Background: an optimization exercise with open tools, aiming at small area. Do not read the settings as production practice.
At most, simulation tests tie the RTL to the original design; equivalence was not proved.
For runs 1 and 8, only the layout was checked, not whether the RTL still works.
The clock cells of runs 1 to 7 come from the design's own scripts or RTL, not from TritonCTS.
The clock input has no modelled driver; a real chip could not lean on it and would need a root buffer or a full tree.
Power is estimated from default activity; no workload was simulated.

==> design/flow/flow/area.abc <==
strash
dc2
dch -f
amap
topo
==> design/flow/flow/my_synth.tcl <==
# The standard synthesis (synth_recipe.tcl, unchanged) with one change: the
# ABC technology mapping uses the script in $::env(MY_ABC_SCRIPT) instead of
# ORFS's abc_area.script. Registers are mapped before ABC runs, so their
# count, names and cell types are those of the standard synthesis.
proc abc {args} {
  set i [lsearch -exact $args -script]
  if {$i >= 0} { lset args [expr {$i + 1}] $::env(MY_ABC_SCRIPT) }
  puts "my_synth: abc $args"
  yosys abc {*}$args
}
source $::env(FLOW_SYNTH_TCL)
==> design/flow/design.v <==
`timescale 1ns / 1ps
module main(
    input clk,
    input rst,
    input [1:0] state_input,
    input secset,
    input minset,
    input hourset,
    input [5:0] timenum,
    output [7:0] seg,
    output [7:0] an
    );
localparam [16:0] d1_P = 17'b00110010010100100;
localparam [16:0] d1_R = 17'b00111100010100011;    
localparam [16:0] d1_X = 17'b00111111111010110;    
localparam [16:0] d1_M = 17'b11111111011111011;    
reg [16:0] d1_q;
wire [16:0] d1 = d1_q ^ d1_P;
wire tick_s = (d1 & d1_M) == (d1_X & d1_M);
wire [16:0] d1_n = {d1[15:0], d1[16] ^ d1[2]} ^ (tick_s ? 17'd8 : 17'd0);
localparam [16:0] d1_F = 17'b01010110111101101;    
always @(posedge clk)
    d1_q <= rst ? (((d1_R ^ d1_P) & d1_F) | ({d1_q[15:0], 1'b0} & ~d1_F))
               : (d1_n ^ d1_P);
localparam [6:0] d2_P = 7'b1100100;
localparam [6:0] d2_R = 7'b0011011;    
localparam [6:0] d2_X = 7'b1100001;    
localparam [6:0] d2_M = 7'b1111101;    
reg [6:0] d2_q;
wire [6:0] d2 = d2_q ^ d2_P;
wire step = (d2 & d2_M) == (d2_X & d2_M);
wire [6:0] d2_n = {d2[5:0], d2[6] ^ d2[2]} ^ (step ? 7'd8 : 7'd0);
localparam [6:0] d2_F = 7'b0101101;    
always @(posedge clk)
    d2_q <= rst ? (((d2_R ^ d2_P) & d2_F) | ({d2_q[5:0], 1'b0} & ~d2_F))
               : (d2_n ^ d2_P);
wire run  = state_input == 2'b00;
wire setm = state_input[0] ^ state_input[1];
wire ldm  = state_input == 2'b11;
wire [5:0] num0 = timenum & {6{~rst}};
reg [5:0] sec, sec_reg;
always @(posedge clk)
    if (rst || (setm && secset && !tick_s)) sec_reg <= num0;
reg sec60sig;
always @(posedge clk)
    if (rst) begin
        sec <= 0; sec60sig <= 0;
    end else if (tick_s) begin
        if (run) begin
            sec <= (sec == 59) ? 6'd0 : sec + 6'd1;
            sec60sig <= (sec == 59);
        end
    end else begin
        if (ldm && secset) sec <= sec_reg;
    end
reg s_now, s_before;
always @(posedge clk) begin
    s_now <= sec60sig;
    s_before <= s_now;
end
wire tick_m = s_now & ~s_before;
reg [5:0] min, min_reg;
always @(posedge clk)
    if (rst || (setm && minset && !tick_m)) min_reg <= num0;
reg min60sig;
always @(posedge clk)
    if (rst) begin
        min <= 0; min60sig <= 0;
    end else if (tick_m) begin
        if (run) begin
            min <= (min == 59) ? 6'd0 : min + 6'd1;
            min60sig <= (min == 59);
        end
    end else begin
        if (ldm && minset) min <= min_reg;
    end
reg m_now, m_before;
always @(posedge clk) begin
    m_now <= min60sig;
    m_before <= m_now;
end
wire tick_h = m_now & ~m_before;
reg [5:0] hour, hour_reg;
always @(posedge clk)
    if (rst || (setm && hourset && !tick_h)) hour_reg <= num0;
always @(posedge clk)
    if (rst) begin
        hour <= 0;
    end else if (tick_h) begin
        if (run)
            hour <= (hour == 23) ? 6'd0 : hour + 6'd1;
    end else begin
        if (ldm && hourset) hour <= hour_reg;
    end
reg [2:0] sc;
reg [3:0] Q;
wire [2:0] k = (sc == 3'd6) ? 3'd0 : sc;       
wire [5:0] v = (k[2:1] == 2'd0) ? sec : (k[2:1] == 2'd1) ? min : hour;
wire [2:0] H = (v > 49) ? 3'd5 : (v > 39) ? 3'd4 : (v > 29) ? 3'd3 :
               (v > 19) ? 3'd2 : (v > 9) ? 3'd1 : 3'd0;
wire [5:0] Lw = v - H * 4'd10;
wire [3:0] dig = k[0] ? {1'b0, H} : Lw[3:0];
always @(posedge clk, posedge rst)
    if (rst) begin
        sc <= 3'd0;
        Q <= 4'hF;
    end else if (step) begin
        sc <= k + 3'd1;
        Q <= dig;
    end
assign an[7:6] = 2'b11;
genvar i;
generate for (i = 0; i < 6; i = i + 1) begin : g_an
    assign an[i] = sc != (i + 1);
end endgenerate
reg [6:0] sg;
always @* begin
    case (Q)
        4'd0: sg = 7'h40;
        4'd1: sg = 7'h79;
        4'd2: sg = 7'h24;
        4'd3: sg = 7'h30;
        4'd4: sg = 7'h19;
        4'd5: sg = 7'h12;
        4'd6: sg = 7'h02;
        4'd7: sg = 7'h78;
        4'd8: sg = 7'h00;
        4'd9: sg = 7'h10;
        default: sg = 7'h7F;
    endcase
end
assign seg = {1'b1, sg};
endmodule
==> design/flow/standard.sh <==
#!/bin/bash
# synth_recipe.tcl (not shown) runs the flow's synth.tcl, then flattens the netlist and writes it again
# the make line also repeats each setting of config.mk as NAME=value (left out here)
make -C /OpenROAD-flow-scripts/flow DESIGN_CONFIG=/design/flow/config.mk WORK_HOME=/design/flow/orfs CLKGATE_MAP_FILE= SYNTH_SCRIPT=/design/flow/synth_recipe.tcl "${@:-finish}"
==> design/flow/config.mk <==
export PLATFORM = sky130hd
export DESIGN_NAME = main
export DESIGN_NICKNAME = main
export VERILOG_FILES = /design/flow/design.v
export SDC_FILE = /design/flow/constraint.sdc
export NUM_CORES = 4
export LEC_CHECK = 0
export ABC_AREA = 1
export CAP_MARGIN = 20
export CORE_MARGIN = 2
export CORE_UTILIZATION = 40
export SLEW_MARGIN = 20
==> design/flow/flow/run.sh <==
#!/bin/bash
# The standard layout (standard.sh) with three changes:
#  - synthesis is synth_recipe.tcl unchanged except that ABC maps the logic
#    with flow/area.abc (an area-only script) instead of ORFS's script
#    (my_synth.tcl); registers are mapped before ABC, so they are the same;
#  - port buffers use the smallest buffer (buf_1);
#  - the clock tree is one level of buffers fed by the clock port (cts_hook.tcl).
# Every tool's output goes to standard.log (and ORFS's own logs under orfs/logs).
set -euo pipefail
WORK="$(cd "$(dirname "$0")/.." && pwd)"
cd "$WORK"
export FLOW_SYNTH_TCL="$WORK/synth_recipe.tcl"
export MY_ABC_SCRIPT="$WORK/flow/area.abc"
export BUFFER_PORTS_ARGS="-buffer_cell sky130_fd_sc_hd__buf_1"
export PRE_CTS_TCL="$WORK/flow/cts_hook.tcl"
export CTS_LEAVES=4
export CTS_LEAF_BUF=sky130_fd_sc_hd__clkbuf_8
sed "s#SYNTH_SCRIPT=[^ ]*#SYNTH_SCRIPT=$WORK/flow/my_synth.tcl#" standard.sh > my_standard.sh
grep -q "SYNTH_SCRIPT=$WORK/flow/my_synth.tcl" my_standard.sh
bash my_standard.sh > standard.log 2>&1
==> design/flow/flow/cts_hook.tcl <==
# Replaces clock tree synthesis with one level of clock buffers: the register
# clock pins are split into CTS_LEAVES groups of nearby registers (recursive
# halving along the longer side), each group gets one buffer at its centre,
# and the clock port drives those buffers directly. Every register is one
# buffer away from the clock port.
proc split_groups {pins k} {
  if {$k <= 1 || [llength $pins] < 2} { return [list $pins] }
  set xs {}; set ys {}
  foreach p $pins { lappend xs [lindex $p 1]; lappend ys [lindex $p 2] }
  set dx [expr {[tcl::mathfunc::max {*}$xs] - [tcl::mathfunc::min {*}$xs]}]
  set dy [expr {[tcl::mathfunc::max {*}$ys] - [tcl::mathfunc::min {*}$ys]}]
  set idx [expr {$dx >= $dy ? 1 : 2}]
  set sorted [lsort -real -index $idx $pins]
  set k1 [expr {$k / 2}]
  set n1 [expr {int(round([llength $pins] * double($k1) / $k))}]
  return [concat [split_groups [lrange $sorted 0 [expr {$n1 - 1}]] $k1] \
                 [split_groups [lrange $sorted $n1 end] [expr {$k - $k1}]]]
}
proc clock_tree_synthesis {args} {
  set block [ord::get_db_block]
  set dbu [$block getDbUnitsPerMicron]
  set clk_net [$block findNet clk]
  set pins {}
  foreach pin [get_pins -of_objects [get_nets clk]] {
    if {[get_property $pin direction] != "input"} { continue }
    set inst [[sta::sta_to_db_pin $pin] getInst]
    set bb [$inst getBBox]
    set x [expr {([$bb xMin] + [$bb xMax]) / 2.0 / $dbu}]
    set y [expr {([$bb yMin] + [$bb yMax]) / 2.0 / $dbu}]
    lappend pins [list $pin $x $y]
  }
  set k $::env(CTS_LEAVES)
  set g 0
  foreach grp [split_groups $pins $k] {
    set sx 0; set sy 0; set names {}
    foreach p $grp {
      lappend names [lindex $p 0]
      set sx [expr {$sx + [lindex $p 1]}]
      set sy [expr {$sy + [lindex $p 2]}]
    }
    set n [llength $grp]
    set x [expr {$sx / $n}]
    set y [expr {$sy / $n}]
    puts "cts_hook: group $g: $n clock pins, buffer at ($x, $y)"
    insert_buffer -buffer_cell $::env(CTS_LEAF_BUF) -net clk \
      -load_pins $names -location [list $x $y] \
      -buffer_name clkbuf_leaf_$g -net_name clknet_leaf_$g
    incr g
  }
  foreach inst [$block getInsts] {
    if {[[$inst getMaster] getName] == $::env(CTS_LEAF_BUF)} {
      foreach it [$inst getITerms] {
        set net [$it getNet]
        if {$net != "NULL" && [$it isOutputSignal]} { $net setSigType CLOCK }
      }
    }
  }
  $clk_net setSigType CLOCK
}
==> design/flow/constraint.sdc <==
create_clock -name core_clock -period 10.0 [get_ports {clk}]
set_input_delay 2.0000 -clock core_clock [delete_from_list [all_inputs] [get_ports {clk}]]
set_output_delay 2.0000 -clock core_clock [all_outputs]
set_load 0.01 [all_outputs]
==> results_dict.tcl, run 1 <==
set metrics [dict create \
    status "timing/DRC/antenna clean" \
    yosys_warnings 1 \
    cts_resized 0 \
    relSlewSlack_pct 42.6 \
    tightestPinTransition_ps 852 \
    synth_seq_cells 73 \
    synth_top_flop_cell "dfxtp_1" \
    antenna_found_initial 0 \
    multi_input_area_um2 1360 \
    crit_path_cell_trace "clkinv_1 -> nor2_1 -> clkinv_1 -> a22oi_1 -> nor2_1 -> a21oi_1 -> a21oi_1 -> a21oi_1 -> nor2_1 -> o21ai_0 -> ha_1 -> clkinv_1 -> fa_1 -> a21oi_1 -> nor2_1 -> a21oi_1 -> o22ai_1" \
    busiest_layer "met2" \
    hold_class "reg2reg" \
    fillers 775 \
    syn_area_um2 3210 \
    slew_violations 0 \
    largest_register "d1_q" \
    cp-end-kind "flop" \
    grt_pass1_wl_um 10900 \
    nNetsFinal 415 \
    cp_slowest_stage_delay_ps 510 \
    crit_buf_inv 3 \
    fin_crit_sh_pct 38.7 \
    powerDensity_nw_per_um2 163 \
    core-area_um2 7770 \
    start_util_pct 41.3 \
    routed_wirelength_um 6490 \
    timing.rr.start "sc[1]" \
    pin_count 29 \
    required_ps 10100 \
    pre_cts_ws_ps 5890 \
    synthArstFlopShare_pct 9.59 \
    synth.most_common_cell "dfxtp_1" \
    grt_usage_pct 15.0 \
    cp.arrival_ps 3960 \
    ys_seq_area_share_pct 52.4 \
    num_rows 32 \
    finalSetupTns_ps 0 \
    finClkSkew_ps 17.5 \
    postRouteAntennaNets 0 \
    synth_common_cells "48 x dfxtp_1, 47 x nor2_1, 42 x clkinv_1" \
    cp_common_cell "a21oi_1" \
    synth.largest_area_cell "dfxtp_1" \
    rsz0062_at_grt "false" \
    worstSetupStartpointType "flop" \
    grtUsageMet1_pct 23.2 \
    grtUsageMet3_pct 0.645 \
    vias 2551 \
    holdBufCountCts 0 \
    ir_drop_uv 94.4 \
    wl_per_cell_um 13.3 \
    fin_util_pct 44.8 \
    synth_cell_type_count 39 \
    ys_top_cells_by_area "dfxtp_1 30%, edfxtp_1 17%, nor2_1 5.5%" \
    synth_area_per_cell_um2 8.94 \
    r2r_cells 17 \
    power.leakage_uw 0.00127 \
    largest_register_ffs 17 \
    clk_pin_slew_ps 120 \
    timing.fmax_mhz 259 \
    met2_usage_pct 24.3 \
    drcViolationCount 0 \
    hp-start "d1_q[8]" \
    antennaDiodeCount 0 \
    worst_hold_path.endpoint "d1_q[9]" \
    power_uw 568 \
    cts_setup_buffers 0 \
    whs_path_depth 0 \
    setup_violations 0 \
    grt_pass1_vias 2261 \
    dp_hpwl_um 4980 \
    setup_slack_ps 6130 \
    io_buffers 25 \
    place.gp.congestion 0.842 \
    synth.top_cell.area_share_pct 29.9 \
    syn_inst 359 \
    synthToLayoutAreaGrowth_pct 8.38 \
    grt_max_degree 30 \
    viasPerCell 5.21 \
    path_delay_family "compound AO/OA/AOI/OAI gates" \
    maxCapViolCount 0 \
    synth_enable_flop_cells 18 \
    final.min_clock_period_ps 3870 \
    fp.dieH_um 93.6 \
    die_area_um2 8760 \
    drtIter0Drc 169 \
    slowest_stage "nor2_1" \
    r2r-end "Q[3]" \
    rrSetupSlack_ps 6130 \
    path_max_fanout 9 \
    clock_latency_ps 170 \
    drive_above_1_share_pct 2.32 \
    report.final.hold_viol_count 0 \
    chipWidth_um 93.6 \
    grt_overflow 0 \
    seq_area_um2 1680 \
    dr.pass1.iters 4 \
    criticalPathCategory "reg2reg" \
]
==> worst max path at each step <==
stage                            end  depth (start not counted)            from
after floorplan               min[2]                          9  state_input[0]
after global placement    sec_reg[1]                          4             rst
after detailed placement  sec_reg[1]                          4             rst
after CTS                 sec_reg[1]                          4             rst
after global routing            Q[3]                         18           sc[1]
final                           Q[3]                         17           sc[1]
==> per-stage QoR <==
stage | instances | hold WS, ps | area (µm²)
floorplan | 361 | 310 | 3220
global placement | 486 | 313 | 3420
detailed placement | 486 | 320 | 3420
CTS | 490 | 320 | 3480
global route | 490 | 346 | 3480
finish | 490 | 335 | 3480
==> metal layers <==
metal  up-vias  wire [µm]
li1       1335          -
met1      1159       3360
met2        53       2800
met3         4        280
met4         0         48
met5         -          0
==> cell type report, clock buffers not listed <==
cell class / instances / share of cell area [%]
inverters: 42 / 4.53
well taps: 102 / 3.67
multi-input cells: 243 / 39.0
flip-flops and latches: 73 / 48.3
repair buffers: 26 / 2.91
==> power breakdown <==
group | leakage, µW | total [µW] | internal, µW | switching (µW)
Sequential | 0.000666 | 343 | 327 | 15.3
Clock | 0.0000288 | 108 | 37.3 | 70.4
Combinational | 0.000574 | 117 | 41.3 | 76.0
==> placed cells by master, fill, tap and decap left out, types with 6 or more instances in the layout <==
cell type and instances:
a31oi_1 7, nor2_1 47, a22oi_1 8, nand2_1 40, edfxtp_1 18, a21oi_1 20, ha_1 11, nand3_1 12
nor2b_1 11, o22ai_1 6, o21ai_0 33, nor3_1 6, clkinv_1 42, dfxtp_1 48, a221oi_1 7, buf_1 25
==> kinds of logic (layout without fill, tap and decap cells) <==
logic type                 count (synthesis)  count (layout)  share of synthesized area [%]
and+or+nand+nor                          130             130                           18.1
AOI/OAI and AO/OA                         98              98                           18.8
DFF                                       73              73                           52.4
buffers and inverters                     45              72                           5.61
adders and majority gates                 12              12                           4.91
other                                      1               3                          0.117
==> run 2, diff against run 1 <==
--- a/design/flow/design.v
+++ b/design/flow/design.v
@@ -40,2 +40,3 @@
 wire [5:0] num0 = timenum & {6{~rst}};
+wire tick_m, tick_h;
 reg [5:0] sec, sec_reg;
@@ -43,15 +44,54 @@
     if (rst || (setm && secset && !tick_s)) sec_reg <= num0;
+wire sec_up = tick_s & run;                        
+wire sec_ld = ~tick_s & ldm & secset & ~rst;          
+wire sec_wrap = sec == 6'd59;
+wire sec_clr = rst | sec_ld | (sec_up & sec_wrap);
+wire [5:0] sec_c;                                   
+assign sec_c[0] = sec_up;
+assign sec_c[1] = sec_c[0] & sec[0];
+assign sec_c[2] = sec_c[1] & sec[1];
+assign sec_c[3] = sec_c[2] & sec[2];
+assign sec_c[4] = sec_c[3] & sec[3];
+assign sec_c[5] = sec_c[4] & sec[4];
+always @(posedge clk)
+    sec <= (sec_reg & {6{sec_ld}}) | ({6{~sec_clr}} & (sec ^ sec_c));
 reg sec60sig;
 always @(posedge clk)
-    if (rst) begin
-        sec <= 0; sec60sig <= 0;
-    end else if (tick_s) begin
-        if (run) begin
-            sec <= (sec == 59) ? 6'd0 : sec + 6'd1;
-            sec60sig <= (sec == 59);
-        end
-    end else begin
-        if (ldm && secset) sec <= sec_reg;
-    end
-reg s_now, s_before;
+    sec60sig <= ~rst & (sec_up ? sec_wrap : sec60sig);
+reg [5:0] min, min_reg;
+always @(posedge clk)
+    if (rst || (setm && minset && !tick_m)) min_reg <= num0;
+wire min_up = tick_m & run;                        
+wire min_ld = ~tick_m & ldm & minset & ~rst;          
+wire min_wrap = min == 6'd59;
+wire min_clr = rst | min_ld | (min_up & min_wrap);
+wire [5:0] min_c;                                   
+assign min_c[0] = min_up;
+assign min_c[1] = min_c[0] & min[0];
+assign min_c[2] = min_c[1] & min[1];
+assign min_c[3] = min_c[2] & min[2];
+assign min_c[4] = min_c[3] & min[3];
+assign min_c[5] = min_c[4] & min[4];
+always @(posedge clk)
+    min <= (min_reg & {6{min_ld}}) | ({6{~min_clr}} & (min ^ min_c));
+reg min60sig;
+always @(posedge clk)
+    min60sig <= ~rst & (min_up ? min_wrap : min60sig);
+reg [5:0] hour, hour_reg;
+always @(posedge clk)
+    if (rst || (setm && hourset && !tick_h)) hour_reg <= num0;
+wire hour_up = tick_h & run;                        
+wire hour_ld = ~tick_h & ldm & hourset & ~rst;          
+wire hour_wrap = hour == 6'd23;
+wire hour_clr = rst | hour_ld | (hour_up & hour_wrap);
+wire [5:0] hour_c;                                   
+assign hour_c[0] = hour_up;
+assign hour_c[1] = hour_c[0] & hour[0];
+assign hour_c[2] = hour_c[1] & hour[1];
+assign hour_c[3] = hour_c[2] & hour[2];
+assign hour_c[4] = hour_c[3] & hour[3];
+assign hour_c[5] = hour_c[4] & hour[4];
+always @(posedge clk)
+    hour <= (hour_reg & {6{hour_ld}}) | ({6{~hour_clr}} & (hour ^ hour_c));
+reg s_now, s_before, m_now, m_before;
 always @(posedge clk) begin
@@ -59,21 +99,2 @@
     s_before <= s_now;
-end
-wire tick_m = s_now & ~s_before;
-reg [5:0] min, min_reg;
-always @(posedge clk)
-    if (rst || (setm && minset && !tick_m)) min_reg <= num0;
-reg min60sig;
-always @(posedge clk)
-    if (rst) begin
-        min <= 0; min60sig <= 0;
-    end else if (tick_m) begin
-        if (run) begin
-            min <= (min == 59) ? 6'd0 : min + 6'd1;
-            min60sig <= (min == 59);
-        end
-    end else begin
-        if (ldm && minset) min <= min_reg;
-    end
-reg m_now, m_before;
-always @(posedge clk) begin
     m_now <= min60sig;
@@ -81,15 +102,4 @@
 end
-wire tick_h = m_now & ~m_before;
-reg [5:0] hour, hour_reg;
-always @(posedge clk)
-    if (rst || (setm && hourset && !tick_h)) hour_reg <= num0;
-always @(posedge clk)
-    if (rst) begin
-        hour <= 0;
-    end else if (tick_h) begin
-        if (run)
-            hour <= (hour == 23) ? 6'd0 : hour + 6'd1;
-    end else begin
-        if (ldm && hourset) hour <= hour_reg;
-    end
+assign tick_m = s_now & ~s_before;
+assign tick_h = m_now & ~m_before;
 reg [2:0] sc;
--- a/design/flow/flow/run.sh
+++ b/design/flow/flow/run.sh
@@ -16,3 +16,3 @@
 export CTS_LEAVES=4
-export CTS_LEAF_BUF=sky130_fd_sc_hd__clkbuf_8
+export CTS_LEAF_BUF=sky130_fd_sc_hd__clkbuf_16
 sed "s#SYNTH_SCRIPT=[^ ]*#SYNTH_SCRIPT=$WORK/flow/my_synth.tcl#" standard.sh > my_standard.sh
==> results_dict.tcl, run 2 <==
set metrics [dict create \
    cp-end-kind "flop" \
    place.gp.congestion 0.804 \
    tightestPinTransition_ps 925 \
    chipWidth_um 91.7 \
    cp.arrival_ps 4210 \
    timing.rr.start "sc[2]" \
    power.leakage_uw 0.00131 \
    synth.largest_area_cell "dfxtp_1" \
    postRouteAntennaNets 0 \
    slew_violations 0 \
    dp_hpwl_um 4420 \
    drive_above_1_share_pct 2.34 \
    finalSetupTns_ps 0 \
    holdBufCountCts 0 \
    core-area_um2 7330 \
    powerDensity_nw_per_um2 176 \
    ir_drop_uv 136 \
    timing.fmax_mhz 225 \
    largest_register "d1_q" \
    grt_pass1_wl_um 9800 \
    start_util_pct 41.9 \
    synth.top_cell.area_share_pct 31.3 \
    yosys_warnings 1 \
    antennaDiodeCount 0 \
    fp.dieH_um 91.7 \
    largest_register_ffs 17 \
    synth_common_cells "48 x clkinv_1, 48 x dfxtp_1, 39 x nor2_1" \
    synthArstFlopShare_pct 9.59 \
    grt_max_degree 25 \
    required_ps 9770 \
    antenna_found_initial 0 \
    post_dp_cell_area_um2 3280 \
    ys_seq_area_share_pct 54.7 \
    fin_cells 441 \
    pre_cts_ws_ps 5390 \
    synth_seq_cells 73 \
    maxCapViolCount 0 \
    synth_top_flop_cell "dfxtp_1" \
    hold_class "reg2reg" \
    finClkSkew_ps 10.4 \
    worstSetupStartpointType "input pin" \
    synth_cell_type_count 35 \
    worst_hold_path.endpoint "d1_q[9]" \
    io_buffers 25 \
    synth_area_per_cell_um2 9.79 \
    nNetsFinal 381 \
    dr.pass1.iters 4 \
    viasPerCell 4.84 \
    status "timing/DRC/antenna clean" \
    die_area_um2 8400 \
    fillers 708 \
    dp.cells 437 \
    synth_enable_flop_cells 18 \
    routed_wirelength_um 5660 \
    final.min_clock_period_ps 4440 \
    r2r-end "Q[3]" \
    path_max_fanout 24 \
    report.final.hold_viol_count 0 \
    drcViolationCount 0 \
    clk_pin_slew_ps 70 \
    pin_count 29 \
    grt_overflow 0 \
    wl_per_cell_um 12.8 \
    setup_violations 0 \
    criticalPathCategory "in2reg" \
    ys_top_cells_by_area "dfxtp_1 31%, edfxtp_1 18%, ha_1 9.4%" \
    hold_ws_ps 329 \
    final_cell_mix "48 x clkinv_1, 48 x dfxtp_1, 39 x nor2_1" \
    whs_path_depth 0 \
    finalInstanceArea_um2 3380 \
    grt_pass1_vias 2050 \
    syn_inst 314 \
    rrSetupSlack_ps 6180 \
    cts_resized 0 \
    rsz0062_at_grt "false" \
    num_rows 31 \
    clock_latency_ps 140 \
    vias 2133 \
    hp-start "d1_q[8]" \
    cts_setup_buffers 0 \
    relSlewSlack_pct 38.3 \
    drtIter0Drc 60 \
    fin_crit_sh_pct 44.4 \
    r2r_cells 15 \
    setup_slack_ps 5560 \
    grt_usage_pct 13.8 \
    syn_area_um2 3070 \
    synthToLayoutAreaGrowth_pct 9.85 \
]
[run 2: cell count changes in the layout (fill, tap and decap cells not counted), moves of 5 or more]
cell	delta
nand2_1	-16
o21ai_0	-14
ha_1	+12
o22ai_1	+12
nor2_1	-8
a221oi_1	-7
a31oi_1	-7
a21oi_1	-6
a22oi_1	-6
clkinv_1	+6
a32o_1	+5
[run 2: worst max-delay path by stage]
stage	slack [ps]	startpoint	end
after floorplan	6360	state_input[0]	sec[4]
after global routing	5250	rst	sec_reg[0]
after detailed placement	5390	rst	hour[5]
after global placement	5450	rst	hour[5]
after CTS	5380	rst	hour[5]
final	5560	rst	sec_reg[0]
[run 2: cell type report, clock buffers not listed]
type / instances / area, µm² / share of cell area, %
tap: 99 / 124 / 3.67
timing repair buffer: 25 / 93.8 / 2.78
inverter: 48 / 180 / 5.34
multi-input combinational: 192 / 1200 / 35.5
sequential: 73 / 1680 / 49.8
[run 2: logic make-up (layout without fill, tap and decap cells)]
group           Yosys count  after routing  share of synthesized area (%)
xor+xnor                  1              1                          0.285
simple gates             96             96                           14.4
other cells               1              3                          0.122
buf+inv                  51             77                           6.59
compound gates           68             68                           13.9
flops                    73             73                           54.7
fa+ha+maj                24             24                           10.0
[run 2: per-stage QoR]
step | total power [µW] | util, %
global route | 630 | 46.1
detailed placement | 459 | 44.7
global placement | 456 | 44.7
CTS | 574 | 46.1
floorplan | 425 | -
finish | 593 | 46.1
[run 2: routing by layer]
layer  GRT usage (%)  vias to the layer above  part of all wire, %
met5               0                        -                    0
met4            1.26                        0                 0.81
met3           0.740                        5                  4.1
met2            22.3                       49                   43
met1            21.3                      947                   52
li1                -                     1132                    -
[run 2: worst max-delay path, stage by stage]
cell,delay [ps]
buf_1,670
clkinv_1,910
o21ai_0,610
[run 2: power breakdown]
group          switching [µW]  leakage, µW  internal [µW]  total [µW]
combinational            72.5     0.000592           39.2         112
clock                    69.2    0.0000493           72.2         141
sequential               13.1     0.000664            327         340
total                     155      0.00131            438         593
==> run 3, diff against run 2 <==
--- a/design/flow/flow/run.sh
+++ b/design/flow/flow/run.sh
@@ -16,3 +16,3 @@
 export CTS_LEAVES=4
-export CTS_LEAF_BUF=sky130_fd_sc_hd__clkbuf_16
+export CTS_LEAF_BUF=sky130_fd_sc_hd__clkbuf_8
 sed "s#SYNTH_SCRIPT=[^ ]*#SYNTH_SCRIPT=$WORK/flow/my_synth.tcl#" standard.sh > my_standard.sh
--- a/design/flow/config.mk
+++ b/design/flow/config.mk
@@ -10,3 +10,3 @@
 export CORE_MARGIN = 2
-export CORE_UTILIZATION = 40
+export CORE_UTILIZATION = 70
 export SLEW_MARGIN = 20
==> results_dict.tcl, run 3 <==
set metrics [dict create \
    viasPerCell 5.59 \
    grt_pass1_wl_um 9450 \
    synth.top_cell.area_share_pct 31.3 \
    synth_enable_flop_cells 18 \
    syn_inst 314 \
    path_max_fanout 24 \
    grt_max_degree 25 \
    cp.arrival_ps 4100 \
    chipWidth_um 70.3 \
    vias 2202 \
    ys_top_cells_by_area "dfxtp_1 31%, edfxtp_1 18%, ha_1 9.4%" \
    die_area_um2 4940 \
    clock_latency_ps 160 \
    antenna_found_initial 0 \
    crit_buf_inv 2 \
    relSlewSlack_pct 38.9 \
    largest_register_ffs 17 \
    fillers 322 \
    timing.fmax_mhz 233 \
    synth_seq_cells 73 \
    ys_seq_area_share_pct 54.7 \
    wl_per_cell_um 13.8 \
    path_delay_family "buffers and inverters" \
    status "timing/DRC/antenna clean" \
    powerDensity_nw_per_um2 170 \
    grt_overflow 0 \
    num_rows 24 \
    antennaDiodeCount 0 \
    timing.rr.start "sc[1]" \
    routed_wirelength_um 5450 \
    io_buffers 25 \
    multi_input_area_um2 1200 \
    report.final.hold_viol_count 0 \
    dp_hpwl_um 4210 \
    grt_pass1_vias 2070 \
    drtIter0Drc 211 \
    synth.largest_area_cell "dfxtp_1" \
    synthToLayoutAreaGrowth_pct 6.47 \
    largest_register "d1_q" \
    crit_path_cell_trace "buf_1 -> clkinv_1 -> o21ai_0" \
    synth_area_per_cell_um2 9.79 \
    synth_top_flop_cell "dfxtp_1" \
    synth_cell_type_count 35 \
    cts_setup_buffers 0 \
    cp-end-kind "flop" \
    hold_class "reg2reg" \
    maxCapViolCount 0 \
    synthArstFlopShare_pct 9.59 \
    postRouteAntennaNets 0 \
    cts_resized 0 \
    criticalPathCategory "in2reg" \
    place.gp.congestion 0.806 \
    pin_count 29 \
    finalSetupTns_ps 0 \
    worstSetupStartpointType "input pin" \
    tightestPinTransition_ps 907 \
    required_ps 9800 \
    synth_common_cells "48 x clkinv_1, 48 x dfxtp_1, 39 x nor2_1" \
    clk_pin_slew_ps 100 \
    worstSetupStartpoint "rst" \
    slowest_stage "clkinv_1" \
    seq_area_um2 1680 \
    finClkSkew_ps 10.9 \
    final.min_clock_period_ps 4300 \
    core-area_um2 4290 \
    drcViolationCount 0 \
    grt_usage_pct 23.1 \
    cp_slowest_stage_delay_ps 870 \
    fp.dieH_um 70.3 \
    holdBufCountCts 0 \
    hold_ws_ps 337 \
    ir_drop_uv 158 \
    rsz0062_at_grt "false" \
    yosys_warnings 1 \
    dr.pass1.iters 4 \
    setup_violations 0 \
    hp-start "d1_q[8]" \
    syn_area_um2 3070 \
    power.leakage_uw 0.00128 \
    start_util_pct 71.6 \
    fin_crit_sh_pct 43.0 \
    drive_above_1_share_pct 2.34 \
    final_cell_mix "48 x clkinv_1, 48 x dfxtp_1, 39 x nor2_1" \
    nNetsFinal 381 \
    slew_violations 0 \
]
[run 3: worst paths after layout]
path	endpoint	slack (ps)	cells after the start
max	sec_reg[1]	5700	3
min	d1_q[9]	340	0
max reg2reg	Q[3]	6120	18
min reg2reg	d1_q[9]	340	0
max in group asynchronous	Q[2]	7350	2
min in group asynchronous	sc[2]	2280	2
[run 3: metal layers]
| metal | vias to the layer above | wire (µm) | track usage [%] |
|---|---|---|---|
| met1 | 1018 | 2650 | 34.4 |
| li1 | 1129 | - | - |
| met4 | 0 | 74 | 3.21 |
| met2 | 49 | 2470 | 38.3 |
| met3 | 6 | 262 | 1.59 |
| met5 | - | 0 | 0 |
[run 3: metrics by stage]
stage,cells,instance area (µm²),utilization (%),power [µW],setup WS (ps)
3_3_place_gp,390,3220,74.9,454,5540
5_1_grt,394,3270,76.2,588,5410
3_5_place_dp,390,3220,74.9,456,5490
4_1_cts,394,3270,76.2,538,5490
2_1_floorplan,316,3080,-,425,6360
6_report,394,3270,76.2,557,5700
[run 3: final cells by class, clock buffers not listed]
cell class              count  area share (%)
well taps                  52            1.99
repair buffers             25            2.87
flip-flops and latches     73            51.4
multi-input cells         192            36.6
inverters                  48            5.50
[run 3: worst reg2reg max path, stage by stage (launching register included)]
cell	delay, ps
dfrtp_1	400
clkinv_1	160
nor2_1	450
clkinv_1	370
a22oi_1	290
nor2_1	60
a21oi_1	300
a21oi_1	120
a21oi_1	220
nor2_1	50
o21ai_0	260
ha_1	210
clkinv_1	70
fa_1	380
nor2_1	110
a21oi_1	70
nor2_1	110
a21oi_1	50
o22ai_1	120
[run 3: logic make-up (layout without fill, tap and decap cells)]
group | after synthesis | after routing | share of synthesized area (%)
other | 1 | 3 | 0.122
AO/OA/AOI/OAI | 68 | 68 | 13.9
XOR/XNOR | 1 | 1 | 0.285
adder cells (fa/ha/maj) | 24 | 24 | 10.0
flip-flops | 73 | 73 | 54.7
buffers and inverters | 51 | 77 | 6.59
AND/OR/NAND/NOR | 96 | 96 | 14.4
[run 3: where the power goes]
group          internal [µW]  switching, µW  total, µW
Sequential               327           13.5        340
Combinational           39.0           72.1        111
Clock                   37.2           68.2        105
Total                    403            154        557
==> run 4, diff against run 3 <==
--- a/design/flow/flow/run.sh
+++ b/design/flow/flow/run.sh
@@ -4,3 +4,5 @@
 #    with flow/area.abc (an area-only script) instead of ORFS's script
-#    (my_synth.tcl); registers are mapped before ABC, so they are the same;
+#    (my_synth.tcl), and adders are left to ABC instead of being mapped to
+#    half/full adder cells first (ADDER_MAP_FILE empty); registers are
+#    mapped by the same dfflibmap step, so they are the same;
 #  - port buffers use the smallest buffer (buf_1);
@@ -13,2 +15,3 @@
 export MY_ABC_SCRIPT="$WORK/flow/area.abc"
+export ADDER_MAP_FILE=
 export BUFFER_PORTS_ARGS="-buffer_cell sky130_fd_sc_hd__buf_1"
==> design/flow/flow/area.abc (replaced) <==
strash
ifraig
scorr
dc2
strash
dch -f
amap
topo
==> results_dict.tcl, run 4 <==
set metrics [dict create \
    wl_per_cell_um 14.1 \
    synth.most_common_cell "clkinv_1" \
    hp-start "d1_q[8]" \
    status "timing/DRC/antenna clean" \
    synth.largest_area_cell "dfxtp_1" \
    synth.top_cell.area_share_pct 32.8 \
    synth_compound_area_share_pct 17.8 \
    holdBufCountCts 0 \
    criticalPathCategory "in2reg" \
    rsz0062_at_grt "false" \
    chipWidth_um 68.6 \
    required_ps 9800 \
    drcViolationCount 0 \
    dr.pass1.iters 4 \
    syn_area_um2 2930 \
    pin_count 29 \
    cp-end-kind "flop" \
    antennaDiodeCount 0 \
    tightestPinTransition_ps 932 \
    start_util_pct 73.1 \
    yosys.area_share.adder_pct 0 \
    timing.fmax_mhz 237 \
    clock_latency_ps 170 \
    seq_area_um2 1680 \
    ys_top_cells_by_area "dfxtp_1 33%, edfxtp_1 18%, clkinv_1 7.1%" \
    synth_top_flop_cell "dfxtp_1" \
    pre_cts_ws_ps 5570 \
    maxCapViolCount 0 \
    synth_top_family_by_area "compound AO/OA/AOI/OAI gates" \
    syn_inst 323 \
    worstSetupStartpointType "input pin" \
    viasPerCell 5.61 \
    powerDensity_nw_per_um2 161 \
    synth_area_per_cell_um2 9.06 \
    ir_drop_uv 170 \
    final_cell_mix "55 x clkinv_1, 50 x nor2_1, 48 x dfxtp_1" \
    io_buffers 25 \
    synth_xor_area_share_pct 0 \
    grt_pass1_wl_um 8830 \
    fillers 292 \
    synth_enable_flop_cells 18 \
    finClkSkew_ps 11.0 \
    fin_util_pct 78.0 \
    finalSetupTns_ps 0 \
    antenna_found_initial 0 \
    synth_cell_type_count 37 \
    synthArstFlopShare_pct 9.59 \
    yosys.area_share.simple_pct 16.8 \
    r2r_cells 15 \
    worstSetupStartpoint "rst" \
    hold_class "reg2reg" \
    postRouteAntennaNets 0 \
    ys_seq_area_share_pct 57.5 \
    num_rows 23 \
    core-area_um2 4000 \
    vias 2248 \
    synth_common_cells "55 x clkinv_1, 50 x nor2_1, 48 x dfxtp_1" \
    multi_input_area_um2 1020 \
    drive_above_1_share_pct 2.28 \
    nNetsFinal 366 \
    whs_path_depth 0 \
    fp.dieH_um 68.6 \
    setup_slack_ps 5780 \
    die_area_um2 4710 \
    cts_resized 0 \
    dp_hpwl_um 4370 \
    largest_register "d1_q" \
    fin_crit_sh_pct 42.2 \
    synth_seq_cells 73 \
    grt_overflow 0 \
    relSlewSlack_pct 37.1 \
    place.gp.congestion 0.864 \
    cp.arrival_ps 4020 \
    largest_register_ffs 17 \
    grt_pass1_vias 1984 \
    yosys_warnings 1 \
    grt_max_degree 22 \
    clk_pin_slew_ps 100 \
    report.final.hold_viol_count 0 \
    routed_wirelength_um 5670 \
    path_max_fanout 21 \
    synthMuxAreaShare_pct 0 \
    grt_usage_pct 24.7 \
    cts_setup_buffers 0 \
    power.leakage_uw 0.00109 \
    timing.rr.start "sc[1]" \
    setup_violations 0 \
    drtIter0Drc 103 \
    synthToLayoutAreaGrowth_pct 6.71 \
    slew_violations 0 \
    final_common_cell "clkinv_1" \
    final.min_clock_period_ps 4220 \
]
-- run 4: cell count changes after synthesis, sizes merged, moves of 3 or more --
cell    delta
ha        -23
o21ai      +7
o32ai      +8
nand3      -4
a32o       -4
o22ai      -3
clkinv     +7
nor2      +11
-- run 4: critical path, stage by stage --
cell and delay (ps):
buf_1 610, clkinv_1 790, o21ai_0 600
-- run 4: where the power goes --
| group | internal (µW) | switching [µW] | total (µW) |
|---|---|---|---|
| Sequential | 322 | 10.9 | 333 |
| Combinational | 22.1 | 43.3 | 65.4 |
| Clock | 37.2 | 68.4 | 106 |
-- run 4: cell type report, clock buffers not listed --
class,instances,share of cell area (%)
sequential,73,53.9
tap,50,2.00
timing repair buffer,25,3.01
inverter,55,6.61
multi-input combinational,194,32.7
-- run 4: layer usage --
| layer | GRT usage (%) | vias to the layer above | share of wire [%] |
|---|---|---|---|
| met5 | 0 | - | 0 |
| met4 | 3.75 | 0 | 1.4 |
| met3 | 3.25 | 10 | 6.0 |
| met2 | 41.7 | 65 | 47 |
| met1 | 35.0 | 1008 | 46 |
| li1 | - | 1165 | - |
-- run 4: through the flow --
stage / instances / hold slack, ps / instance area (µm²) / power (µW)
after floorplan: 325 / 310 / 2930 / 383
after global placement: 397 / 314 / 3070 / 402
after detailed placement: 397 / 324 / 3070 / 404
after CTS: 401 / 322 / 3120 / 486
after global routing: 401 / 352 / 3120 / 524
final: 401 / 340 / 3120 / 504
-- run 4: logic make-up (layout without fill, tap and decap cells) --
kind of cell           Yosys count  after routing
and+or+nand+nor                109            109
buffers and inverters           58             84
AOI/OAI and AO/OA               82             82
DFF                             73             73
other                            1              3
-- run 4: worst paths after layout --
kind / endpoint / slack [ps]
max: sec_reg[1] / 5780
min: d1_q[9] / 340
max reg2reg: Q[3] / 6360
min reg2reg: d1_q[9] / 340
max in group asynchronous: Q[2] / 7420
min in group asynchronous: sc[0] / 2240
==> run 5, diff against run 4 <==
--- a/design/flow/design.v
+++ b/design/flow/design.v
@@ -39,7 +39,7 @@
 wire ldm  = state_input == 2'b11;
-wire [5:0] num0 = timenum & {6{~rst}};
+wire [5:0] num0_n = ~timenum | {6{rst}};    
 wire tick_m, tick_h;
-reg [5:0] sec, sec_reg;
+reg [5:0] sec, sec_reg_n;                
 always @(posedge clk)
-    if (rst || (setm && secset && !tick_s)) sec_reg <= num0;
+    if (rst || (setm && secset && !tick_s)) sec_reg_n <= num0_n;
 wire sec_up = tick_s & run;                        
@@ -56,3 +56,3 @@
 always @(posedge clk)
-    sec <= (sec_reg & {6{sec_ld}}) | ({6{~sec_clr}} & (sec ^ sec_c));
+    sec <= (~sec_reg_n & {6{sec_ld}}) | ({6{~sec_clr}} & (sec ^ sec_c));
 reg sec60sig;
@@ -60,5 +60,5 @@
     sec60sig <= ~rst & (sec_up ? sec_wrap : sec60sig);
-reg [5:0] min, min_reg;
+reg [5:0] min, min_reg_n;                
 always @(posedge clk)
-    if (rst || (setm && minset && !tick_m)) min_reg <= num0;
+    if (rst || (setm && minset && !tick_m)) min_reg_n <= num0_n;
 wire min_up = tick_m & run;                        
@@ -75,3 +75,3 @@
 always @(posedge clk)
-    min <= (min_reg & {6{min_ld}}) | ({6{~min_clr}} & (min ^ min_c));
+    min <= (~min_reg_n & {6{min_ld}}) | ({6{~min_clr}} & (min ^ min_c));
 reg min60sig;
@@ -79,5 +79,5 @@
     min60sig <= ~rst & (min_up ? min_wrap : min60sig);
-reg [5:0] hour, hour_reg;
+reg [5:0] hour, hour_reg_n;                
 always @(posedge clk)
-    if (rst || (setm && hourset && !tick_h)) hour_reg <= num0;
+    if (rst || (setm && hourset && !tick_h)) hour_reg_n <= num0_n;
 wire hour_up = tick_h & run;                        
@@ -94,3 +94,3 @@
 always @(posedge clk)
-    hour <= (hour_reg & {6{hour_ld}}) | ({6{~hour_clr}} & (hour ^ hour_c));
+    hour <= (~hour_reg_n & {6{hour_ld}}) | ({6{~hour_clr}} & (hour ^ hour_c));
 reg s_now, s_before, m_now, m_before;
==> design/flow/flow/area.abc (replaced) <==
strash
ifraig
scorr
dc2
strash
dch -f
amap -F 100 -A 100
topo
==> results_dict.tcl, run 5 <==
set metrics [dict create \
    fin_crit_sh_pct 41.7 \
    clock_latency_ps 170 \
    place.gp.congestion 0.851 \
    cp.arrival_ps 3970 \
    postRouteAntennaNets 0 \
    tightestPinTransition_ps 820 \
    relSlewSlack_pct 44.8 \
    cp-end-kind "flop" \
    start_util_pct 71.8 \
    synth_common_cells "48 x dfxtp_1, 44 x clkinv_1, 39 x nand2_1" \
    synthToLayoutAreaGrowth_pct 6.94 \
    criticalPathCategory "in2reg" \
    hold_class "reg2reg" \
    synth_top_flop_cell "dfxtp_1" \
    synth.largest_area_cell "dfxtp_1" \
    largest_register_ffs 17 \
    cp_slowest_stage_delay_ps 830 \
    syn_inst 306 \
    drive_above_1_share_pct 2.40 \
    required_ps 9800 \
    final.min_clock_period_ps 4170 \
    final_common_cell "dfxtp_1" \
    chipWidth_um 67.6 \
    wl_per_cell_um 14.3 \
    io_buffers 25 \
    final_cell_mix "48 x dfxtp_1, 44 x clkinv_1, 39 x nand2_1" \
    synth_cell_type_count 31 \
    holdBufCountCts 0 \
    drtIter0Drc 173 \
    power.leakage_uw 0.00105 \
    ys_top_cells_by_area "dfxtp_1 34%, edfxtp_1 19%, clkinv_1 5.8%" \
    pin_count 29 \
    ir_drop_uv 149 \
    finalSetupTns_ps 0 \
    core-area_um2 3940 \
    grt_overflow 0 \
    dr.pass1.iters 5 \
    slew_violations 0 \
    viasPerCell 5.67 \
    fin_cells 384 \
    nNetsFinal 349 \
    vias 2178 \
    syn_area_um2 2830 \
    synth.most_common_cell "dfxtp_1" \
    grt_pass1_wl_um 8800 \
    largest_register "d1_q" \
    crit_path_cell_trace "buf_1 -> clkinv_1 -> o21ai_0" \
    met1Wirelength_um 2640 \
    grt_max_degree 27 \
    dp.cells 380 \
    reg_top3 "d1_q (17), d2_q (7)" \
    yosys_warnings 1 \
    synth_seq_cells 73 \
    routed_wirelength_um 5490 \
    maxCapViolCount 0 \
    cts_setup_buffers 0 \
    status "timing/DRC/antenna clean" \
    setup_violations 0 \
    fp.dieH_um 67.6 \
    worstSetupStartpointType "input pin" \
    finClkSkew_ps 15.0 \
    rsz0062_at_grt "false" \
    ys_seq_area_share_pct 59.4 \
    fillers 287 \
    powerDensity_nw_per_um2 165 \
    report.final.hold_viol_count 0 \
    clk_pin_slew_ps 100 \
    grt_pass1_vias 1918 \
    synth.top_cell.area_share_pct 33.9 \
    die_area_um2 4570 \
    drcViolationCount 0 \
    num_rows 23 \
    synthArstFlopShare_pct 9.59 \
    slowest_stage "clkinv_1" \
    cts_resized 0 \
    synth_enable_flop_cells 18 \
    highest_layer "met4" \
    wl_met3_um 291 \
    met2_length_um 2480 \
    grt_usage_pct 25.4 \
    synth_area_per_cell_um2 9.25 \
    antenna_found_initial 0 \
    timing.fmax_mhz 240 \
    antennaDiodeCount 0 \
    path_max_fanout 26 \
    dp_hpwl_um 4210 \
]
[run 5: changes by cell type after synthesis, moves of 5 or more]
cell      delta
clkinv_1    -11
o32ai_1      -5
nor2b_1      -9
o22ai_1      +7
nor2_1      -13
nand2_1     +13
[run 5: path summary, 6_finish.rpt]
path	from	cells after the start	endpoint	slack, ps
worst max register to register	sc[1]	17	Q[2]	6330
min in group asynchronous	rst	2	sc[1]	2190
worst min register to register	d1_q[8]	0	d1_q[9]	340
max in group asynchronous	rst	2	Q[1]	7440
worst max-delay path	rst	3	min_reg_n[1]	5830
worst min-delay path	d1_q[8]	0	d1_q[9]	340
[run 5: cell families (layout without fill, tap and decap cells)]
group | count (synthesis) | after routing | share of synthesized area [%]
simple gates | 102 | 102 | 15.6
compound gates | 83 | 83 | 18.3
flops | 73 | 73 | 59.4
buf+inv | 47 | 73 | 6.63
other cells | 1 | 3 | 0.132
[run 5: power breakdown]
group          leakage, µW  internal (µW)  switching, µW
combinational     0.000375           21.2           39.7
clock            0.0000288           37.3           69.2
sequential        0.000644            322           11.1
[run 5: final cells by class, clock buffers not listed]
class / count / area (µm²) / area share (%)
sequential: 73 / 1680 / 55.5
tap: 50 / 62.6 / 2.07
multi-input combinational: 188 / 970 / 32.0
timing repair buffer: 25 / 93.8 / 3.10
inverter: 44 / 165 / 5.45
[run 5: per-layer routing]
layer  vias to the layer above  GRT usage (%)
met5                         -              0
met4                         0           4.85
met3                         7           2.50
met2                        56           40.8
met1                       979           37.8
li1                       1136              -
[run 5: critical path: cells and delay by family]
kind	cells	cell delay [ps]
buffers and inverters	2	1320
AO/OA/AOI/OAI	1	640
[run 5: metrics by stage]
stage          cell area [µm²]  hold WS, ps  setup slack [ps]  power [µW]  utilization [%]
3_3_place_gp              2970          312              5760         398             75.4
5_1_grt                   3030          344              5470         521             76.8
2_1_floorplan             2840          310              6450         381                -
4_1_cts                   3030          315              5580         481             76.8
3_5_place_dp              2970          315              5590         400             75.4
6_report                  3030          337              5830         500             76.8
==> run 6, diff against run 5 <==
--- a/design/flow/design.v
+++ b/design/flow/design.v
@@ -105,3 +105,4 @@
 reg [2:0] sc;
-reg [3:0] Q;
+reg [3:0] Q_n;                  
+wire [3:0] Q = ~Q_n;
 wire [2:0] k = (sc == 3'd6) ? 3'd0 : sc;       
@@ -115,6 +116,6 @@
         sc <= 3'd0;
-        Q <= 4'hF;
+        Q_n <= 4'h0;
     end else if (step) begin
         sc <= k + 3'd1;
-        Q <= dig;
+        Q_n <= ~dig;
     end
--- a/design/flow/flow/run.sh
+++ b/design/flow/flow/run.sh
@@ -1,3 +1,3 @@
 #!/bin/bash
-# The standard layout (standard.sh) with three changes:
+# The standard layout (standard.sh) with these changes:
 #  - synthesis is synth_recipe.tcl unchanged except that ABC maps the logic
@@ -7,3 +7,4 @@
 #    mapped by the same dfflibmap step, so they are the same;
-#  - port buffers use the smallest buffer (buf_1);
+#  - port buffers use the smallest buffer (buf_1), and the constant outputs
+#    share one tie cell (SKIP_REPAIR_TIE_FANOUT);
 #  - the clock tree is one level of buffers fed by the clock port (cts_hook.tcl).
@@ -16,2 +17,3 @@
 export ADDER_MAP_FILE=
+export SKIP_REPAIR_TIE_FANOUT=1
 export BUFFER_PORTS_ARGS="-buffer_cell sky130_fd_sc_hd__buf_1"
==> results_dict.tcl, run 6 <==
set metrics [dict create \
    pin_count 29 \
    synthArstFlopShare_pct 9.59 \
    synth_seq_cells 73 \
    reg_top3 "d1_q (17), d2_q (7)" \
    grt_overflow 0 \
    timing.fmax_mhz 238 \
    synth.largest_area_cell "dfxtp_1" \
    required_ps 9790 \
    setup_violations 0 \
    path_max_fanout 26 \
    synthToLayoutAreaGrowth_pct 6.70 \
    grt_usage_pct 24.8 \
    setup_slack_ps 5790 \
    ir_drop_uv 158 \
    vias 2151 \
    fin_crit_sh_pct 42.1 \
    worstSetupStartpointType "input pin" \
    slew_violations 0 \
    final_common_cell "dfxtp_1" \
    final_cell_mix "48 x dfxtp_1, 36 x clkinv_1, 35 x nor2_1, 35 x nand2_1, 33 x o21ai_0" \
    synth_cell_type_count 33 \
    powerDensity_nw_per_um2 172 \
    synth_area_per_cell_um2 9.40 \
    wl_per_cell_um 14.2 \
    cts_setup_buffers 0 \
    status "timing/DRC/antenna clean" \
    antennaDiodeCount 0 \
    antenna_found_initial 0 \
    crit_path_cell_trace "buf_1 -> clkinv_1 -> o21ai_0" \
    synth_enable_flop_cells 18 \
    die_area_um2 4550 \
    clk_pin_slew_ps 100 \
    drive_above_1_share_pct 1.23 \
    finClkSkew_ps 13.8 \
    synth_top_flop_cell "dfxtp_1" \
    routed_wirelength_um 5350 \
    final.min_clock_period_ps 4210 \
    grt_max_degree 27 \
    rsz0062_at_grt "false" \
    ys_seq_area_share_pct 59.4 \
    ys_top_cells_by_area "dfxtp_1 34%, edfxtp_1 19%, dfrtp_1 6.2%" \
    holdBufCountCts 0 \
    synth_common_cells "48 x dfxtp_1, 36 x clkinv_1, 35 x nand2_1, 35 x nor2_1, 33 x o21ai_0" \
    slowest_stage "clkinv_1" \
    cp.arrival_ps 4000 \
    hold_ws_ps 344 \
    core-area_um2 3940 \
    chipWidth_um 67.5 \
    dp_hpwl_um 4030 \
    largest_register "d1_q" \
    dr.pass1.iters 4 \
    fin_util_pct 76.4 \
    start_util_pct 71.6 \
    finalSetupTns_ps 0 \
    nNetsFinal 341 \
    num_rows 23 \
    hold_class "reg2reg" \
    io_buffers 25 \
    fp.dieH_um 67.5 \
    cp-end-kind "flop" \
    power_uw 518 \
    relSlewSlack_pct 37.8 \
    syn_inst 300 \
    cp_slowest_stage_delay_ps 830 \
    maxCapViolCount 0 \
    report.final.hold_viol_count 0 \
    clock_latency_ps 160 \
    synth.top_cell.area_share_pct 34.1 \
    synth.most_common_cell "dfxtp_1" \
    pre_cts_ws_ps 5600 \
    grt_pass1_wl_um 8590 \
    power.leakage_uw 0.00101 \
    postRouteAntennaNets 0 \
    cts_resized 0 \
    viasPerCell 5.72 \
    criticalPathCategory "in2reg" \
    yosys_warnings 1 \
    drcViolationCount 0 \
    syn_area_um2 2820 \
    tightestPinTransition_ps 924 \
    place.gp.congestion 0.799 \
    largest_register_ffs 17 \
    drtIter0Drc 111 \
    grt_pass1_vias 1907 \
]
-- run 6: cell types whose count changed after synthesis, sizes merged, moves of 3 or more --
cell	change
nand2	-4
a21o	+3
clkinv	-8
o21ai	+6
dfstp	-4
dfrtp	+4
-- run 6: final cells by class, clock buffers not listed --
type                            count  area (µm²)
Multi-Input combinational cell    188         987
Inverter                           36         135
Tap cell                           50        62.6
Sequential cell                    73        1680
Timing Repair Buffer               25        93.8
Fill cell                         293         932
-- run 6: report_power, final --
part | switching, µW | leakage [µW] | internal [µW]
Combinational | 53.4 | 0.000327 | 25.3
Sequential | 12.8 | 0.000652 | 323
Clock | 65.8 | 0.0000288 | 37.2
-- run 6: through the flow --
stage	instances	area, µm²
finish	376	3010
global route	376	3010
CTS	376	3010
detailed placement	372	2960
global placement	372	2960
floorplan	300	2820
-- run 6: kinds of logic (layout without fill, tap and decap cells) --
group	Yosys count	after routing	share of synthesized area [%]
xor+xnor	1	1	0.310
simple gates	94	94	14.5
compound gates	92	92	20.0
flops	73	73	59.4
buf+inv	39	65	5.59
other cells	1	1	0.133
-- run 6: worst paths after layout --
check	cells after the start	to	slack [ps]	from
worst max-delay path	3	hour_reg_n[3]	5790	rst
worst min-delay path	0	d1_q[9]	340	d1_q[8]
worst max register to register	16	Q_n[3]	6140	sc[1]
worst min register to register	0	d1_q[9]	340	d1_q[8]
max in group asynchronous	2	Q_n[3]	7450	rst
min in group asynchronous	2	Q_n[2]	2190	rst
-- run 6: metal layers --
| layer | wire length (µm) | vias up | global-route usage, % |
|---|---|---|---|
| met1 | 2540 | 976 | 38.1 |
| li1 | - | 1120 | - |
| met2 | 2490 | 49 | 39.6 |
| met3 | 258 | 6 | 1.50 |
| met4 | 55 | 0 | 4.34 |
| met5 | 0 | - | 0 |
-- run 6: worst max-delay path, delay by kind of cell --
| family | cells | cell delay [ps] |
|---|---|---|
| AOI/OAI and AO/OA | 1 | 670 |
| buffers and inverters | 2 | 1320 |
==> run 7, diff against run 6 <==
--- a/design/flow/flow/run.sh
+++ b/design/flow/flow/run.sh
@@ -20,4 +20,4 @@
 export PRE_CTS_TCL="$WORK/flow/cts_hook.tcl"
-export CTS_LEAVES=4
-export CTS_LEAF_BUF=sky130_fd_sc_hd__clkbuf_8
+export CTS_LEAVES=2
+export CTS_LEAF_BUF=sky130_fd_sc_hd__clkbuf_16
 sed "s#SYNTH_SCRIPT=[^ ]*#SYNTH_SCRIPT=$WORK/flow/my_synth.tcl#" standard.sh > my_standard.sh
==> results_dict.tcl, run 7 <==
set metrics [dict create \
    ys_seq_area_share_pct 59.4 \
    status "timing/DRC/antenna clean" \
    wl_per_cell_um 14.5 \
    cts_setup_buffers 0 \
    hold_ws_ps 353 \
    cp.arrival_ps 4000 \
    chipWidth_um 67.5 \
    num_rows 23 \
    dp.cells 372 \
    drcViolationCount 0 \
    dp_hpwl_um 4030 \
    ir_drop_uv 130 \
    criticalPathCategory "in2reg" \
    slew_violations 0 \
    yosys_warnings 1 \
    dr.pass1.iters 4 \
    cp-end-kind "flop" \
    maxCapViolCount 0 \
    holdBufCountCts 0 \
    synth.most_common_cell "dfxtp_1" \
    synth_seq_cells 73 \
    place.gp.congestion 0.799 \
    core-area_um2 3940 \
    timing.fmax_mhz 239 \
    antennaDiodeCount 0 \
    start_util_pct 71.6 \
    vias 2158 \
    antenna_found_initial 0 \
    fin_crit_sh_pct 41.8 \
    synth.largest_area_cell "dfxtp_1" \
    synthArstFlopShare_pct 9.59 \
    synth_top_flop_cell "dfxtp_1" \
    synth_area_per_cell_um2 9.40 \
    required_ps 9830 \
    reg_top3 "d1_q (17), d2_q (7)" \
    rsz0062_at_grt "false" \
    fp.dieH_um 67.5 \
    synth_enable_flop_cells 18 \
    final.min_clock_period_ps 4180 \
    die_area_um2 4550 \
    grt_usage_pct 24.9 \
    power.leakage_uw 0.00100 \
    io_buffers 25 \
    syn_inst 300 \
    tightestPinTransition_ps 893 \
    largest_register_ffs 17 \
    routed_wirelength_um 5430 \
    final_cell_mix "48 x dfxtp_1, 36 x clkinv_1, 35 x nor2_1, 35 x nand2_1, 33 x o21ai_0" \
    grt_pass1_vias 1874 \
    timing.rr.start "sc[1]" \
    relSlewSlack_pct 39.8 \
    worstSetupStartpointType "input pin" \
    setup_violations 0 \
    pin_count 29 \
    synth.top_cell.area_share_pct 34.1 \
    final_common_cell "dfxtp_1" \
    power_uw 521 \
    finClkSkew_ps 10.4 \
    grt_max_degree 38 \
    ys_top_cells_by_area "dfxtp_1 34%, edfxtp_1 19%, dfrtp_1 6.2%" \
    cts_resized 0 \
    drive_above_1_share_pct 0.617 \
    clock_latency_ps 180 \
    grt_overflow 0 \
    path_max_fanout 26 \
    report.final.hold_viol_count 0 \
    nNetsFinal 339 \
    hp-start "d1_q[8]" \
    synth_cell_type_count 33 \
    synth_common_cells "48 x dfxtp_1, 36 x clkinv_1, 35 x nand2_1, 35 x nor2_1, 33 x o21ai_0" \
    worstSetupStartpoint "rst" \
    viasPerCell 5.77 \
    drtIter0Drc 162 \
    hold_class "reg2reg" \
    powerDensity_nw_per_um2 173 \
    largest_register "d1_q" \
    finalSetupTns_ps 0 \
    grt_pass1_wl_um 8600 \
    fin_cells 374 \
    clk_pin_slew_ps 120 \
    postRouteAntennaNets 0 \
    synthToLayoutAreaGrowth_pct 6.52 \
    syn_area_um2 2820 \
]
==> run 7: cell counts after synthesis <==
Identical to the previous run, type by type.
==> run 7: logic make-up (layout without fill, tap and decap cells) <==
| logic type | after synthesis | after routing | synth area share (%) |
|---|---|---|---|
| compound gates | 92 | 92 | 20.0 |
| xor+xnor | 1 | 1 | 0.310 |
| buf+inv | 39 | 63 | 5.59 |
| flops | 73 | 73 | 59.4 |
| other cells | 1 | 1 | 0.133 |
| simple gates | 94 | 94 | 14.5 |
==> run 7: layout make-up, clock buffers not listed <==
class | count | area (µm²)
Sequential cell | 73 | 1680
Multi-Input combinational cell | 188 | 987
Fill cell | 291 | 937
Inverter | 36 | 135
Timing Repair Buffer | 25 | 93.8
Tap cell | 50 | 62.6
==> run 7: path summary, 6_finish.rpt <==
kind	to	slack (ps)	depth (start not counted)
max	hour_reg_n[0]	5820	3
min	d1_q[9]	350	0
max reg2reg	Q_n[3]	6170	16
min reg2reg	d1_q[9]	350	0
max in group asynchronous	sc[2]	7470	2
min in group asynchronous	sc[0]	2170	2
==> run 7: where the power goes <==
part / leakage (µW) / switching [µW] / internal [µW] / total (µW)
clock: 0.0000246 / 68.5 / 37.6 / 106
combinational: 0.000327 / 53.3 / 25.3 / 78.6
sequential: 0.000652 / 13.1 / 323 / 337
==> run 7: metal layers <==
metal  part of all wire, %  global-route usage [%]
met1                    48                    38.8
met5                     0                       0
met2                    46                    39.7
met3                   4.9                   0.833
met4                   1.1                    4.34
==> run 7: metrics by stage <==
step                      util [%]  area (µm²)  setup slack, ps
after floorplan                  -        2820             6570
after CTS                     76.2        3010             5600
after global routing          76.2        3010             5600
after global placement        75.0        2960             5750
final                         76.2        3010             5820
after detailed placement      75.0        2960             5600
==> run 7: critical path, cell delays in order <==
cell      delay (ps)
buf_1            510
clkinv_1         830
o21ai_0          660
==> run 8, diff against run 7 <==
--- a/design/flow/design.v
+++ b/design/flow/design.v
@@ -107,3 +107,16 @@
 wire [3:0] Q = ~Q_n;
-wire [2:0] k = (sc == 3'd6) ? 3'd0 : sc;       
+reg [2:0] k;                                   
+reg [2:0] sc_n;
+always @* begin
+    case (sc)
+    3'd0: begin k = 3'd0; sc_n = 3'd1; end
+    3'd1: begin k = 3'd1; sc_n = 3'd2; end
+    3'd2: begin k = 3'd2; sc_n = 3'd3; end
+    3'd3: begin k = 3'd3; sc_n = 3'd6; end
+    3'd6: begin k = 3'd4; sc_n = 3'd7; end
+    3'd7: begin k = 3'd5; sc_n = 3'd4; end
+    3'd4: begin k = 3'd0; sc_n = 3'd1; end
+    default: begin k = 3'd0; sc_n = 3'd0; end
+    endcase
+end
 wire [5:0] v = (k[2:1] == 2'd0) ? sec : (k[2:1] == 2'd1) ? min : hour;
@@ -118,3 +131,3 @@
     end else if (step) begin
-        sc <= k + 3'd1;
+        sc <= sc_n;
         Q_n <= ~dig;
@@ -122,5 +135,6 @@
 assign an[7:6] = 2'b11;
+localparam [17:0] AN_CODE = {3'd4, 3'd7, 3'd6, 3'd3, 3'd2, 3'd1};
 genvar i;
 generate for (i = 0; i < 6; i = i + 1) begin : g_an
-    assign an[i] = sc != (i + 1);
+    assign an[i] = sc != AN_CODE[3*i +: 3];
 end endgenerate
--- a/design/flow/flow/run.sh
+++ b/design/flow/flow/run.sh
@@ -1,3 +1,3 @@
 #!/bin/bash
-# The standard layout (standard.sh) with these changes:
+# The standard layout (standard.sh) with three changes:
 #  - synthesis is synth_recipe.tcl unchanged except that ABC maps the logic
@@ -7,4 +7,3 @@
 #    mapped by the same dfflibmap step, so they are the same;
-#  - port buffers use the smallest buffer (buf_1), and the constant outputs
-#    share one tie cell (SKIP_REPAIR_TIE_FANOUT);
+#  - port buffers use the smallest buffer (buf_1);
 #  - the clock tree is one level of buffers fed by the clock port (cts_hook.tcl).
@@ -17,7 +16,6 @@
 export ADDER_MAP_FILE=
-export SKIP_REPAIR_TIE_FANOUT=1
 export BUFFER_PORTS_ARGS="-buffer_cell sky130_fd_sc_hd__buf_1"
 export PRE_CTS_TCL="$WORK/flow/cts_hook.tcl"
-export CTS_LEAVES=2
-export CTS_LEAF_BUF=sky130_fd_sc_hd__clkbuf_16
+export CTS_LEAVES=4
+export CTS_LEAF_BUF=sky130_fd_sc_hd__clkbuf_4
 sed "s#SYNTH_SCRIPT=[^ ]*#SYNTH_SCRIPT=$WORK/flow/my_synth.tcl#" standard.sh > my_standard.sh
--- a/design/flow/config.mk
+++ b/design/flow/config.mk
@@ -10,3 +10,3 @@
 export CORE_MARGIN = 2
-export CORE_UTILIZATION = 70
+export CORE_UTILIZATION = 85
 export SLEW_MARGIN = 20
==> results_dict.tcl, run 8 <==
set metrics [dict create \
    synth_common_cells "48 x dfxtp_1, 37 x nand2_1, 35 x o21ai_0" \
    error "[ERROR GPL-0301] Utilization 100.756 % exceeds 100%." \
    ys_top_cells_by_area "dfxtp_1 34%, edfxtp_1 19%, dfrtp_1 6.2%" \
    yosys.area_share.adder_pct 0 \
    synth_area_per_cell_um2 9.48 \
    fp.dieH_um 61.5 \
    yosys.area_share.simple_pct 15.6 \
    ys_seq_area_share_pct 59.7 \
    synth_top_flop_cell "dfxtp_1" \
    chipWidth_um 61.5 \
    synth.top_cell.area_share_pct 34.2 \
    start_util_pct 90.4 \
    yosys_warnings 1 \
    synth_enable_flop_cells 18 \
    syn_inst 296 \
    syn_area_um2 2810 \
    synthMuxAreaShare_pct 0 \
    num_rows 20 \
    synth_xor_area_share_pct 0 \
    synth_cell_type_count 31 \
    synthArstFlopShare_pct 9.59 \
    synth_seq_cells 73 \
    status "did not finish" \
    synth_top_family_by_area "compound AO/OA/AOI/OAI gates" \
    synth.largest_area_cell "dfxtp_1" \
    synth.most_common_cell "dfxtp_1" \
    synth_compound_area_share_pct 19.3 \
    failed_stage "global placement without I/O (3_1_place_gp_skip_io)" \
]
-- run 8: changes by cell type after synthesis, moves of 3 or more --
cell / change
nor2_1: -4
clkinv_1: -3
nand3_1: +4
a22oi_1: -4
a21oi_1: -3
o221ai_1: +6
-- run 8: logic make-up after synthesis --
group	count (synthesis)
compound gates	88
buf+inv	36
flops	73
other cells	1
simple gates	98

[separate check: timing with driven ports]
No port has a modelled driver above. Below, the same layouts with a new extraction and two added sets of constraints. Step 1, drivers: a clkbuf_16 drives clk and a buf_2 each remaining input, both assumed. Step 2 times the ports against the registers' clock, not the clock port: input delays grow and output delays shrink by t, the midpoint of the rising clock arrivals with the driver on. a / b / c = ideal ports / drivers / drivers and shift; a / b = the first two.
run	t, ns	setup slack, ns	worst setup path after step 2	worst data-port slew with drivers (ns)
run 1	0.217	6.133 / 6.133 / 5.962	input to register	0.03
run 2	0.209	5.563 / 5.608 / 5.398	input to register	0.03
run 3	0.211	5.704 / 5.731 / 5.519	input to register	0.03
run 4	0.214	5.779 / 5.808 / 5.593	input to register	0.03
run 5	0.216	5.832 / 5.861 / 5.645	input to register	0.03
run 6	0.212	5.791 / 5.822 / 5.610	input to register	0.03
run 7	0.224	5.824 / 5.842 / 5.618	input to register	0.03
After both steps every run listed still meets setup and hold. The setup slack of run 7, which loses most, moves by +0.018 ns with the drivers and by -0.206 ns with both steps.
